This is an optimization exercise on Yosys and OpenROAD, whose aim is small area, not a production implementation. Where RTL was checked, it was by simulation tests only, not by an equivalence proof against the original. No activity file was given, so power comes from the tool's default toggle rates.

==> 02-18: inputs <==
// mips
module mips(clk, rst, imem_addr, imem_rdata, dmem_addr, dmem_wdata, dmem_we, dmem_re, dmem_rdata,
            DMA_data, DMA_Address, request_to_dma);
==> flow/config.mk <==
export PLATFORM = sky130hd
export DESIGN_NAME = mips
export DESIGN_NICKNAME = mips
export VERILOG_FILES = /design/flow/design.v
export SDC_FILE = /design/flow/constraint.sdc
export NUM_CORES = 4
export LEC_CHECK = 0
export CAP_MARGIN = 40
export CORE_MARGIN = 2
export CORE_UTILIZATION = 45
export CTS_CLUSTER_DIAMETER = 100
export CTS_CLUSTER_SIZE = 30
export GPL_TIMING_DRIVEN = 0
export PLACE_DENSITY = 0.6
export SETUP_SLACK_MARGIN = 0.3
export SLEW_MARGIN = 40
export SYNTH_HIERARCHICAL = 1
==> flow/constraint.sdc <==
create_clock -name core_clock -period 11.0 [get_ports {clk}]
set_input_delay 2.2000 -clock core_clock [delete_from_list [all_inputs] [get_ports {clk}]]
set_output_delay 2.2000 -clock core_clock [all_outputs]
set_load 0.01 [all_outputs]
run.sh (not shown) runs the stock make flow with config.mk's settings and CLKGATE_MAP_FILE= SYNTH_SCRIPT=/design/flow/synth_recipe.tcl, a recipe that flattens the netlist after the stock synthesis.
==> 06-24: changes against 02-18 <==
--- a/flow/design.v
+++ b/flow/design.v
@@ -1,13 +1,10 @@
 module rf_rdpair(input s0n, input q0n, input s1n, input q1n, output y);
 assign y = ~((s0n | q0n) & (s1n | q1n));
 endmodule
 module rf_hold(input we, input wen, input d, input q, output y);
 assign y = (we & d) | (wen & q);
-endmodule
-module fa_cell(input a, input b, input ci, output s, output co);
-assign {co, s} = a + b + ci;
 endmodule
 module mips(clk, rst, imem_addr, imem_rdata, dmem_addr, dmem_wdata, dmem_we, dmem_re, dmem_rdata,
             DMA_data, DMA_Address, request_to_dma);
 input clk, rst;
 output [31:0] imem_addr;
@@ -99,22 +96,11 @@
 assign dmem_addr = sum[31:0];
 assign dmem_wdata = rtv;
 assign dmem_we = i_sw;
 assign dmem_re = i_lw;
 wire [31:0] pc4 = {pc[31:2] + 30'd1, pc[1:0]};
-wire [16:0] brlo;
-wire [16:0] brc;
-assign brc[0] = 1'b0;
-genvar bi;
-generate for (bi = 0; bi < 16; bi = bi + 1) begin : brfa
-  fa_cell f(pc4[bi+2], imm[bi], brc[bi], brlo[bi], brc[bi+1]);
-end endgenerate
-assign brlo[16] = brc[16];
-wire [13:0] brhi_inc = pc4[31:18] + 14'd1;
-wire [13:0] brhi_dec = pc4[31:18] - 14'd1;
-wire [13:0] brhi = (imm[15] == brlo[16]) ? pc4[31:18] : (brlo[16] ? brhi_inc : brhi_dec);
-wire [31:0] pcbr = {brhi, brlo[15:0], pc[1:0]};
+wire [31:0] pcbr = {pc4[31:2] + simm[29:0], pc[1:0]};
 wire [31:0] pcnext = f_jr ? sum[31:0] :
                      (i_j | i_jal) ? {pc4[31:28], ir[25:0], 2'b00} :
                      (i_beq & zero) ? pcbr : pc4;
 reg [1:0] step;
 reg mem_src;
==> flow/config.mk (replaced) <==
export PLATFORM = sky130hd
export DESIGN_NAME = mips
export DESIGN_NICKNAME = mips
export VERILOG_FILES = /design/flow/design.v
export SDC_FILE = /design/flow/constraint.sdc
export NUM_CORES = 4
export LEC_CHECK = 0
export CAP_MARGIN = 20
export CORE_MARGIN = 2
export CORE_UTILIZATION = 40
export PLACE_DENSITY = 0.6
export SLEW_MARGIN = 20
export SYNTH_HIERARCHICAL = 1
==> 10-03: changes against 02-18 <==
--- a/flow/design.v
+++ b/flow/design.v
@@ -1,13 +1,10 @@
 module rf_rdpair(input s0n, input q0n, input s1n, input q1n, output y);
 assign y = ~((s0n | q0n) & (s1n | q1n));
 endmodule
 module rf_hold(input we, input wen, input d, input q, output y);
 assign y = (we & d) | (wen & q);
-endmodule
-module fa_cell(input a, input b, input ci, output s, output co);
-assign {co, s} = a + b + ci;
 endmodule
 module mips(clk, rst, imem_addr, imem_rdata, dmem_addr, dmem_wdata, dmem_we, dmem_re, dmem_rdata,
             DMA_data, DMA_Address, request_to_dma);
 input clk, rst;
 output [31:0] imem_addr;
@@ -99,22 +96,11 @@
 assign dmem_addr = sum[31:0];
 assign dmem_wdata = rtv;
 assign dmem_we = i_sw;
 assign dmem_re = i_lw;
 wire [31:0] pc4 = {pc[31:2] + 30'd1, pc[1:0]};
-wire [16:0] brlo;
-wire [16:0] brc;
-assign brc[0] = 1'b0;
-genvar bi;
-generate for (bi = 0; bi < 16; bi = bi + 1) begin : brfa
-  fa_cell f(pc4[bi+2], imm[bi], brc[bi], brlo[bi], brc[bi+1]);
-end endgenerate
-assign brlo[16] = brc[16];
-wire [13:0] brhi_inc = pc4[31:18] + 14'd1;
-wire [13:0] brhi_dec = pc4[31:18] - 14'd1;
-wire [13:0] brhi = (imm[15] == brlo[16]) ? pc4[31:18] : (brlo[16] ? brhi_inc : brhi_dec);
-wire [31:0] pcbr = {brhi, brlo[15:0], pc[1:0]};
+wire [31:0] pcbr = {pc4[31:2] + simm[29:0], pc[1:0]};
 wire [31:0] pcnext = f_jr ? sum[31:0] :
                      (i_j | i_jal) ? {pc4[31:28], ir[25:0], 2'b00} :
                      (i_beq & zero) ? pcbr : pc4;
 reg [1:0] step;
 reg mem_src;
==> flow/config.mk (replaced) <==
export PLATFORM = sky130hd
export DESIGN_NAME = mips
export DESIGN_NICKNAME = mips
export VERILOG_FILES = /design/flow/design.v
export SDC_FILE = /design/flow/constraint.sdc
export NUM_CORES = 4
export LEC_CHECK = 0
export CAP_MARGIN = 0
export CORE_MARGIN = 2
export CORE_UTILIZATION = 55
export CTS_BUF_LIST = sky130_fd_sc_hd__clkbuf_4
export PLACE_DENSITY = 0.7
export SETUP_SLACK_MARGIN = 0.4
export SLEW_MARGIN = 0
export SYNTH_HIERARCHICAL = 1
==> summary of the runs <==
Maximum frequency: 10-03 > 02-18 > 06-24. Between 06-24 and 02-18, the lower die area is in 02-18 (gap 12%, measured against 02-18). In combinational power, 06-24 and 10-03 hardly differ. Utilization: 10-03 > 02-18 > 06-24. In sequential power, 02-18 and 06-24 hardly differ. 10-03 produced a layout that fails on max-capacitance violations, max-slew violations. 02-18 went through all stages and came out clean. 06-24 completed, yet does not pass: negative setup slack. Wire length, highest first: 02-18, 06-24, 10-03.
==> figures <==
Pins Over Slew Limit: 10-03 2; 02-18 0; 06-24 0
Largest net degree at the start of global routing: 10-03 56; 02-18 34; 06-24 54
Final net count: 10-03 6189; 02-18 5807; 06-24 6063
Run status: 10-03 complete, but fails checks; 02-18 finished clean; 06-24 complete, but fails checks
Layout check failures: 10-03 max-capacitance violations, max-slew violations; 02-18 -; 06-24 negative setup slack
Setup Buffers After CTS: 10-03 0; 02-18 92; 06-24 0
Cell area after synthesis: 10-03 49800 µm²; 02-18 49900 µm²; 06-24 49800 µm²
CP Data Arrival Time: 10-03 8.64 ns; 02-18 8.68 ns; 06-24 8.93 ns
Share of the yosys chip area belonging to registers: 10-03 43.4%; 02-18 43.3%; 06-24 43.4%
Grt met3 use: 10-03 25.9%; 02-18 17.9%; 06-24 14.0%
Portion of the layout cell area used by non-clock buffers: 10-03 10.4%; 02-18 7.07%; 06-24 10.7%
Number of iterations in the first detailed-routing pass: 10-03 8; 02-18 9; 06-24 8
Clk pwr: 10-03 3.61 mW; 02-18 2.18 mW; 06-24 4.16 mW
Met2 Resource Use GR: 10-03 74.2%; 02-18 65.9%; 06-24 57.6%

==> v22 <==
==> flow/design.v <==
module mips(clk, rst, imem_addr, imem_rdata, dmem_addr, dmem_wdata, dmem_we, dmem_re, dmem_rdata,
            DMA_data, DMA_Address, request_to_dma);
input clk, rst;
output [31:0] imem_addr;
input  [31:0] imem_rdata;
output [31:0] dmem_addr, dmem_wdata;
output dmem_we, dmem_re;
input  [31:0] dmem_rdata;
output reg request_to_dma;
output [15:0] DMA_data, DMA_Address;
wire [31:0] ir = imem_rdata;
wire [5:0] op = ir[31:26];
wire [4:0] rs = ir[25:21];
wire [4:0] rt = ir[20:16];
wire [4:0] rd = ir[15:11];
wire [4:0] shamt = ir[10:6];
wire [5:0] funct = ir[5:0];
wire [15:0] imm = ir[15:0];
wire [31:0] simm = {{16{imm[15]}}, imm};
wire rtype = (op == 6'd0);
wire f_add = rtype & (funct == 6'd32);
wire f_sub = rtype & (funct == 6'd34);
wire f_and = rtype & (funct == 6'd36);
wire f_or  = rtype & (funct == 6'd37);
wire f_slt = rtype & (funct == 6'd42);
wire f_jr  = rtype & (funct == 6'd8);
wire f_sll = rtype & (funct == 6'd0);
wire i_addi = (op == 6'd8);
wire i_ori  = (op == 6'd13);
wire i_lw   = (op == 6'd35);
wire i_sw   = (op == 6'd43);
wire i_beq  = (op == 6'd4);
wire i_j    = (op == 6'd2);
wire i_jal  = (op == 6'd3);
wire i_m56  = (op == 6'd56);
wire i_m57  = (op == 6'd57);
wire i_m59  = (op == 6'd59);
wire move   = i_m56 | i_m57 | i_m59;
wire alusrc = i_addi | i_ori | i_lw | i_sw | move;
wire do_sub = f_sub | f_slt | i_beq;
wire regwrite = f_add | f_sub | f_and | f_or | f_slt | f_sll | i_addi | i_ori | i_lw | i_jal;
reg  [31:0] q [0:31];
wire [31:0] wd;
wire [4:0] wsel = i_jal ? 5'd31 : (rtype ? rd : rt);
wire we_g = regwrite & ~rst;
reg [31:0] a, rtv;
integer k;
always @(*) begin
  a = 32'd0; rtv = 32'd0;
  for (k = 0; k < 32; k = k + 1) begin
    a   = a   | ({32{rs == k}} & q[k]);
    rtv = rtv | ({32{rt == k}} & q[k]);
  end
end
genvar gi;
generate
  for (gi = 0; gi < 32; gi = gi + 1) begin : rf
    reg [31:0] qn;
    wire we_i = (we_g & (wsel == gi)) | ((gi == 0 || gi == 29) ? rst : 1'b0);
    wire [31:0] wd_i = (gi == 0) ? (wd & {32{~rst}}) :
                       (gi == 29) ? ((wd & {32{~rst}}) | ({32{rst}} & 32'd1200)) : wd;
    always @(posedge clk)
      qn <= ~(({32{we_i}} & wd_i) | ({32{~we_i}} & ~qn));
    always @(*) q[gi] = ~qn;
  end
endgenerate
wire [31:0] b = alusrc ? simm : (f_jr ? 32'd4 : rtv);
wire [32:0] sum = {1'b0, a} + {1'b0, b ^ {32{do_sub}}} + {32'd0, do_sub};
wire zero = (sum[31:0] == 32'd0);
wire ltu = ~sum[32];
wire [31:0] shl = rtv << shamt;
reg [31:0] pc;
assign wd = ({32{f_add | f_sub | i_addi}} & sum[31:0])
          | ({32{f_and}} & (a & b))
          | ({32{f_or | i_ori}} & (a | b))
          | {31'd0, f_slt & ltu}
          | ({32{f_sll}} & shl)
          | ({32{i_lw}} & dmem_rdata)
          | ({32{i_jal}} & pc);
assign dmem_addr = sum[31:0];
assign dmem_wdata = rtv;
assign dmem_we = i_sw;
assign dmem_re = i_lw;
wire [31:0] pc4 = {pc[31:2] + 30'd1, pc[1:0]};
wire [31:0] pcbr = {pc4[31:2] + simm[29:0], pc[1:0]};
wire [31:0] pcnext = f_jr ? sum[31:0] :
                     (i_j | i_jal) ? {pc4[31:28], ir[25:0], 2'b00} :
                     (i_beq & zero) ? pcbr : pc4;
reg [1:0] step;
reg mem_src;
wire io = (imm > 16'd32764);
reg [1:0] last;
reg done_req;
always @(*) begin
  last = 2'd0; done_req = 1'b0;
  if (i_m56) last = 2'd1;
  else if (i_m57) last = 2'd3;
  else if (i_m59) begin
    if (!io && mem_src) last = 2'd3;
    else if (io && mem_src) begin last = 2'd1; done_req = 1'b1; end
    else if (!io && !mem_src) begin last = 2'd1; done_req = 1'b1; end
  end
end
always @(posedge clk) begin
  if (rst) begin
    pc <= 32'd0;
    step <= 2'd0;
    mem_src <= 1'b0;
    request_to_dma <= 1'b0;
  end else begin
    request_to_dma <= 1'b0;
    if (!move)
      pc <= pcnext;
    else if (step != last)
      step <= step + 2'd1;
    else begin
      step <= 2'd0;
      pc <= pcnext;
      request_to_dma <= done_req;
      if (i_m57) mem_src <= !io;
      else if (i_m59) mem_src <= 1'b0;
    end
  end
end
assign imem_addr = pc;
reg [15:0] dq;
reg [3:0] aq;
reg valid;
reg [15:0] dn;
reg [3:0] an;
always @(*) begin
  valid = 1'b1; dn = 16'd0; an = 4'd0;
  if (i_m56) begin an = 4'd1; dn = imm; end
  else if (i_m57) begin
    if (io) begin
      case (step)
        2'd0: begin an = 4'd7;  dn = 16'h0080; end
        2'd1: begin an = 4'd11; dn = 16'h0000; end
        2'd2: begin an = 4'd10; dn = 16'h0008; end
        default: begin an = 4'd12; dn = 16'h0000; end
      endcase
    end else begin
      case (step)
        2'd0: begin an = 4'd0;  dn = imm; end
        2'd1: begin an = 4'd11; dn = 16'h0000; end
        2'd2: begin an = 4'd12; dn = 16'h0000; end
        default: valid = 1'b0;
      endcase
    end
  end else if (i_m59) begin
    if (!io && mem_src) begin
      case (step)
        2'd0: begin an = 4'd13; dn = imm; end
        2'd1: begin an = 4'd7;  dn = 16'h0001; end
        2'd2: begin an = 4'd12; dn = 16'h0000; end
        default: valid = 1'b0;
      endcase
    end else if (io && mem_src) begin
      if (step == 2'd0) begin an = 4'd10; dn = 16'h0004; end
      else begin an = 4'd7; dn = 16'h0000; end
    end else if (!io && !mem_src) begin
      an = 4'd0; dn = imm;
    end else valid = 1'b0;
  end else valid = 1'b0;
end
wire [15:0] dbus = valid ? dn : dq;
wire [3:0] abus = valid ? an : aq;
always @(posedge clk) begin
  if (rst) begin dq <= 16'd0; aq <= 4'd0; end
  else begin dq <= dbus; aq <= abus; end
end
assign DMA_data = dbus;
assign DMA_Address = {12'd0, abus};
endmodule
==> flow/run.sh <==
#!/bin/bash
# synth_recipe.tcl (not shown) runs the flow's synth.tcl, then flattens the netlist and writes it again
# the make line also repeats each setting of config.mk as NAME=value (left out here)
make -C /OpenROAD-flow-scripts/flow DESIGN_CONFIG=/design/flow/config.mk WORK_HOME=/design/flow/orfs CLKGATE_MAP_FILE= SYNTH_SCRIPT=/design/flow/synth_recipe.tcl finish
==> flow/config.mk <==
export PLATFORM = sky130hd
export DESIGN_NAME = mips
export DESIGN_NICKNAME = mips
export VERILOG_FILES = /design/flow/design.v
export SDC_FILE = /design/flow/constraint.sdc
export NUM_CORES = 4
export LEC_CHECK = 0
export CAP_MARGIN = 20
export CORE_MARGIN = 2
export CORE_UTILIZATION = 40
export PLACE_DENSITY = 0.6
export SLEW_MARGIN = 20
==> flow/constraint.sdc <==
create_clock -name core_clock -period 11.0 [get_ports {clk}]
set_input_delay 2.2000 -clock core_clock [delete_from_list [all_inputs] [get_ports {clk}]]
set_output_delay 2.2000 -clock core_clock [all_outputs]
set_load 0.01 [all_outputs]
==> v20: changes against v22 <==
--- a/flow/design.v
+++ b/flow/design.v
@@ -1 +1,10 @@
+module rf_rdpair(input s0n, input q0n, input s1n, input q1n, output y);
+assign y = ~((s0n | q0n) & (s1n | q1n));
+endmodule
+module rf_hold(input we, input wen, input d, input q, output y);
+assign y = (we & d) | (wen & q);
+endmodule
+module fa_cell(input a, input b, input ci, output s, output co);
+assign {co, s} = a + b + ci;
+endmodule
 module mips(clk, rst, imem_addr, imem_rdata, dmem_addr, dmem_wdata, dmem_we, dmem_re, dmem_rdata,
@@ -41,3 +50,2 @@
 wire regwrite = f_add | f_sub | f_and | f_or | f_slt | f_sll | i_addi | i_ori | i_lw | i_jal;
-reg  [31:0] q [0:31];
 wire [31:0] wd;
@@ -45,21 +53,32 @@
 wire we_g = regwrite & ~rst;
-reg [31:0] a, rtv;
-integer k;
-always @(*) begin
-  a = 32'd0; rtv = 32'd0;
-  for (k = 0; k < 32; k = k + 1) begin
-    a   = a   | ({32{rs == k}} & q[k]);
-    rtv = rtv | ({32{rt == k}} & q[k]);
-  end
-end
-genvar gi;
+wire [31:0] wdn = ~(wd & {32{~rst}});       
+wire [31:0] wdn29 = wdn & ~({32{rst}} & 32'd1200);
+wire [31:0] sa_n, st_n;
+wire [31:0] qn [0:31];
+reg  [31:0] a, rtv;
+genvar gi, gj;
 generate
+  for (gi = 0; gi < 32; gi = gi + 1) begin : dec
+    assign sa_n[gi] = ~(rs == gi);
+    assign st_n[gi] = ~(rt == gi);
+  end
+  for (gi = 0; gi < 32; gi = gi + 1) begin : rdb
+    wire [15:0] ta, tt;
+    for (gj = 0; gj < 16; gj = gj + 1) begin : pr
+      rf_rdpair pa(sa_n[2*gj], qn[2*gj][gi], sa_n[2*gj+1], qn[2*gj+1][gi], ta[gj]);
+      rf_rdpair pt(st_n[2*gj], qn[2*gj][gi], st_n[2*gj+1], qn[2*gj+1][gi], tt[gj]);
+    end
+    always @(*) begin a[gi] = |ta; rtv[gi] = |tt; end
+  end
   for (gi = 0; gi < 32; gi = gi + 1) begin : rf
-    reg [31:0] qn;
+    reg [31:0] r;
     wire we_i = (we_g & (wsel == gi)) | ((gi == 0 || gi == 29) ? rst : 1'b0);
-    wire [31:0] wd_i = (gi == 0) ? (wd & {32{~rst}}) :
-                       (gi == 29) ? ((wd & {32{~rst}}) | ({32{rst}} & 32'd1200)) : wd;
-    always @(posedge clk)
-      qn <= ~(({32{we_i}} & wd_i) | ({32{~we_i}} & ~qn));
-    always @(*) q[gi] = ~qn;
+    wire wen_i = ~we_i;
+    wire [31:0] d_i = (gi == 29) ? wdn29 : wdn;
+    wire [31:0] nx;
+    for (gj = 0; gj < 32; gj = gj + 1) begin : hb
+      rf_hold h(we_i, wen_i, d_i[gj], r[gj], nx[gj]);
+    end
+    always @(posedge clk) r <= nx;
+    assign qn[gi] = r;
   end
@@ -84,3 +103,14 @@
 wire [31:0] pc4 = {pc[31:2] + 30'd1, pc[1:0]};
-wire [31:0] pcbr = {pc4[31:2] + simm[29:0], pc[1:0]};
+wire [16:0] brlo;
+wire [16:0] brc;
+assign brc[0] = 1'b0;
+genvar bi;
+generate for (bi = 0; bi < 16; bi = bi + 1) begin : brfa
+  fa_cell f(pc4[bi+2], imm[bi], brc[bi], brlo[bi], brc[bi+1]);
+end endgenerate
+assign brlo[16] = brc[16];
+wire [13:0] brhi_inc = pc4[31:18] + 14'd1;
+wire [13:0] brhi_dec = pc4[31:18] - 14'd1;
+wire [13:0] brhi = (imm[15] == brlo[16]) ? pc4[31:18] : (brlo[16] ? brhi_inc : brhi_dec);
+wire [31:0] pcbr = {brhi, brlo[15:0], pc[1:0]};
 wire [31:0] pcnext = f_jr ? sum[31:0] :
==> flow/flow/run.sh (new file) <==
#!/bin/bash
set -euo pipefail
export BUFFER_PORTS_ARGS="-buffer_cell sky130_fd_sc_hd__buf_1"
export CTS_ARGS="-sink_clustering_enable -repair_clock_nets -dont_use_dummy_load -sink_clustering_size 20 -sink_clustering_max_diameter 100"
bash standard.sh > standard_flow.log 2>&1
==> flow/standard.sh (new file) <==
#!/bin/bash
# synth_recipe.tcl (not shown) runs the flow's synth.tcl, then flattens the netlist and writes it again
# the make line also repeats each setting of config.mk as NAME=value (left out here)
make -C /OpenROAD-flow-scripts/flow DESIGN_CONFIG=/design/flow/config.mk WORK_HOME=/design/flow/orfs CLKGATE_MAP_FILE= SYNTH_SCRIPT=/design/flow/synth_recipe.tcl "${@:-finish}"
Settings changed: CAP_MARGIN 20 to 40, CORE_UTILIZATION 40 to 45, GPL_TIMING_DRIVEN set to 0, SETUP_SLACK_MARGIN set to 0.5, SLEW_MARGIN 20 to 40, SYNTH_HIERARCHICAL set to 1.
removed: flow/run.sh
==> v11: changes against v22 <==
--- a/flow/design.v
+++ b/flow/design.v
@@ -1 +1,10 @@
+module rf_rdpair(input s0n, input q0n, input s1n, input q1n, output y);
+assign y = ~((s0n | q0n) & (s1n | q1n));
+endmodule
+module rf_hold(input we, input wen, input d, input q, output y);
+assign y = (we & d) | (wen & q);
+endmodule
+module fa_cell(input a, input b, input ci, output s, output co);
+assign {co, s} = a + b + ci;
+endmodule
 module mips(clk, rst, imem_addr, imem_rdata, dmem_addr, dmem_wdata, dmem_we, dmem_re, dmem_rdata,
@@ -41,3 +50,2 @@
 wire regwrite = f_add | f_sub | f_and | f_or | f_slt | f_sll | i_addi | i_ori | i_lw | i_jal;
-reg  [31:0] q [0:31];
 wire [31:0] wd;
@@ -45,21 +53,32 @@
 wire we_g = regwrite & ~rst;
-reg [31:0] a, rtv;
-integer k;
-always @(*) begin
-  a = 32'd0; rtv = 32'd0;
-  for (k = 0; k < 32; k = k + 1) begin
-    a   = a   | ({32{rs == k}} & q[k]);
-    rtv = rtv | ({32{rt == k}} & q[k]);
-  end
-end
-genvar gi;
+wire [31:0] wdn = ~(wd & {32{~rst}});       
+wire [31:0] wdn29 = wdn & ~({32{rst}} & 32'd1200);
+wire [31:0] sa_n, st_n;
+wire [31:0] qn [0:31];
+reg  [31:0] a, rtv;
+genvar gi, gj;
 generate
+  for (gi = 0; gi < 32; gi = gi + 1) begin : dec
+    assign sa_n[gi] = ~(rs == gi);
+    assign st_n[gi] = ~(rt == gi);
+  end
+  for (gi = 0; gi < 32; gi = gi + 1) begin : rdb
+    wire [15:0] ta, tt;
+    for (gj = 0; gj < 16; gj = gj + 1) begin : pr
+      rf_rdpair pa(sa_n[2*gj], qn[2*gj][gi], sa_n[2*gj+1], qn[2*gj+1][gi], ta[gj]);
+      rf_rdpair pt(st_n[2*gj], qn[2*gj][gi], st_n[2*gj+1], qn[2*gj+1][gi], tt[gj]);
+    end
+    always @(*) begin a[gi] = |ta; rtv[gi] = |tt; end
+  end
   for (gi = 0; gi < 32; gi = gi + 1) begin : rf
-    reg [31:0] qn;
+    reg [31:0] r;
     wire we_i = (we_g & (wsel == gi)) | ((gi == 0 || gi == 29) ? rst : 1'b0);
-    wire [31:0] wd_i = (gi == 0) ? (wd & {32{~rst}}) :
-                       (gi == 29) ? ((wd & {32{~rst}}) | ({32{rst}} & 32'd1200)) : wd;
-    always @(posedge clk)
-      qn <= ~(({32{we_i}} & wd_i) | ({32{~we_i}} & ~qn));
-    always @(*) q[gi] = ~qn;
+    wire wen_i = ~we_i;
+    wire [31:0] d_i = (gi == 29) ? wdn29 : wdn;
+    wire [31:0] nx;
+    for (gj = 0; gj < 32; gj = gj + 1) begin : hb
+      rf_hold h(we_i, wen_i, d_i[gj], r[gj], nx[gj]);
+    end
+    always @(posedge clk) r <= nx;
+    assign qn[gi] = r;
   end
@@ -84,3 +103,14 @@
 wire [31:0] pc4 = {pc[31:2] + 30'd1, pc[1:0]};
-wire [31:0] pcbr = {pc4[31:2] + simm[29:0], pc[1:0]};
+wire [16:0] brlo;
+wire [16:0] brc;
+assign brc[0] = 1'b0;
+genvar bi;
+generate for (bi = 0; bi < 16; bi = bi + 1) begin : brfa
+  fa_cell f(pc4[bi+2], imm[bi], brc[bi], brlo[bi], brc[bi+1]);
+end endgenerate
+assign brlo[16] = brc[16];
+wire [13:0] brhi_inc = pc4[31:18] + 14'd1;
+wire [13:0] brhi_dec = pc4[31:18] - 14'd1;
+wire [13:0] brhi = (imm[15] == brlo[16]) ? pc4[31:18] : (brlo[16] ? brhi_inc : brhi_dec);
+wire [31:0] pcbr = {brhi, brlo[15:0], pc[1:0]};
 wire [31:0] pcnext = f_jr ? sum[31:0] :
==> flow/flow/run.sh (new file) <==
#!/bin/bash
set -euo pipefail
export BUFFER_PORTS_ARGS="-buffer_cell sky130_fd_sc_hd__buf_1"
export CTS_ARGS="-sink_clustering_enable -repair_clock_nets -dont_use_dummy_load -sink_clustering_size 20 -sink_clustering_max_diameter 100"
bash standard.sh > standard_flow.log 2>&1
==> flow/standard.sh (new file) <==
#!/bin/bash
# synth_recipe.tcl (not shown) runs the flow's synth.tcl, then flattens the netlist and writes it again
# the make line also repeats each setting of config.mk as NAME=value (left out here)
make -C /OpenROAD-flow-scripts/flow DESIGN_CONFIG=/design/flow/config.mk WORK_HOME=/design/flow/orfs CLKGATE_MAP_FILE= SYNTH_SCRIPT=/design/flow/synth_recipe.tcl "${@:-finish}"
Settings changed: CAP_MARGIN 20 to 40, GPL_TIMING_DRIVEN set to 0, SETUP_SLACK_MARGIN set to 0.6, SLEW_MARGIN 20 to 40, SYNTH_HIERARCHICAL set to 1.
removed: flow/run.sh
==> results.txt <==
| quantity | v22 | v11 | v20 |
|---|---|---|---|
| Run status | complete, no violations | complete, no violations | complete, no violations |
| Synth cell types | 102 | 85 | 85 |
| Placed instance area | 60100 um^2 | 55900 um^2 | 55500 um^2 |
| Launch point of the critical path | imem_rdata[21] | imem_rdata[25] | imem_rdata[18] |
| Total of fill cells in the finished design | 11700 | 11400 | 10000 |
| Met2 GRT Util | 62.4% | 54.8% | 64.6% |
| Std-Cell Core Area | 132000 um^2 | 124000 um^2 | 110000 um^2 |
| Post-synthesis area per instance | 11.6 um^2 | 9.60 um^2 | 9.60 um^2 |
| Number of antenna violations at the first check in global routing | 12 | 28 | 33 |
| Synthesized cell area | 53100 um^2 | 49900 um^2 | 49900 um^2 |
| Global-route wire length before repair | 406000 um | 381000 um | 383000 um |
| Number of post-CTS setup repair buffers | 0 | 34 | 50 |
| Buffering overhead | 8.65% | 4.75% | 5.04% |
| Post-placement cell count | 6661 | 7108 | 6965 |
| Cell taking the most area after synthesis | edfxtp_1 | dfxtp_1 | dfxtp_1 |
| Launch point of the worst reg-to-reg path | - | pc[2] | pc[2] |
The RTL of v22 was laid out without a check of its function.

==> afterwards: timing with drivers on the ports <==
In the flow no input, the clock included, has a driving cell. The finished layouts below were timed again as built, in two steps. Step 1: set_driving_cell puts a clkbuf_16 on clk and a buf_2 on each other input, an assumption about the parent block. Step 2 times the ports against the registers' clock, not the clock port: input delays grow and output delays shrink by t, the midpoint of the rising clock arrivals with the driver on. Slacks: no drivers / after step 1 / after step 2; pairs: no drivers / after step 1.
run	shift t [ns]	setup slack, ns	clock arrival spread, ns	worst register clock-pin slew, ns	worst data-port slew with drivers (ns)
02-18	0.772	0.122 / 0.044 / -0.096	0.042 / 0.042	0.12 / 0.12	0.15
06-24	0.849	-0.129 / -0.170 / -0.170	0.032 / 0.032	0.07 / 0.07	0.15
10-03	1.314	0.159 / 0.115 / 0.115	0.124 / 0.123	0.09 / 0.09	0.13
v22	0.834	0.146 / 0.125 / 0.125	0.085 / 0.085	0.07 / 0.07	0.13
v20	0.780	0.245 / 0.036 / 0.036	0.025 / 0.025	0.10 / 0.10	0.22
v11	0.733	0.423 / 0.394 / 0.094	0.064 / 0.064	0.09 / 0.09	0.23
Met with ideal ports but missed after step 2: setup timing in 02-18. For v11, which loses most, drivers alone change the setup slack by -0.029 ns; drivers and shift together by -0.329 ns.
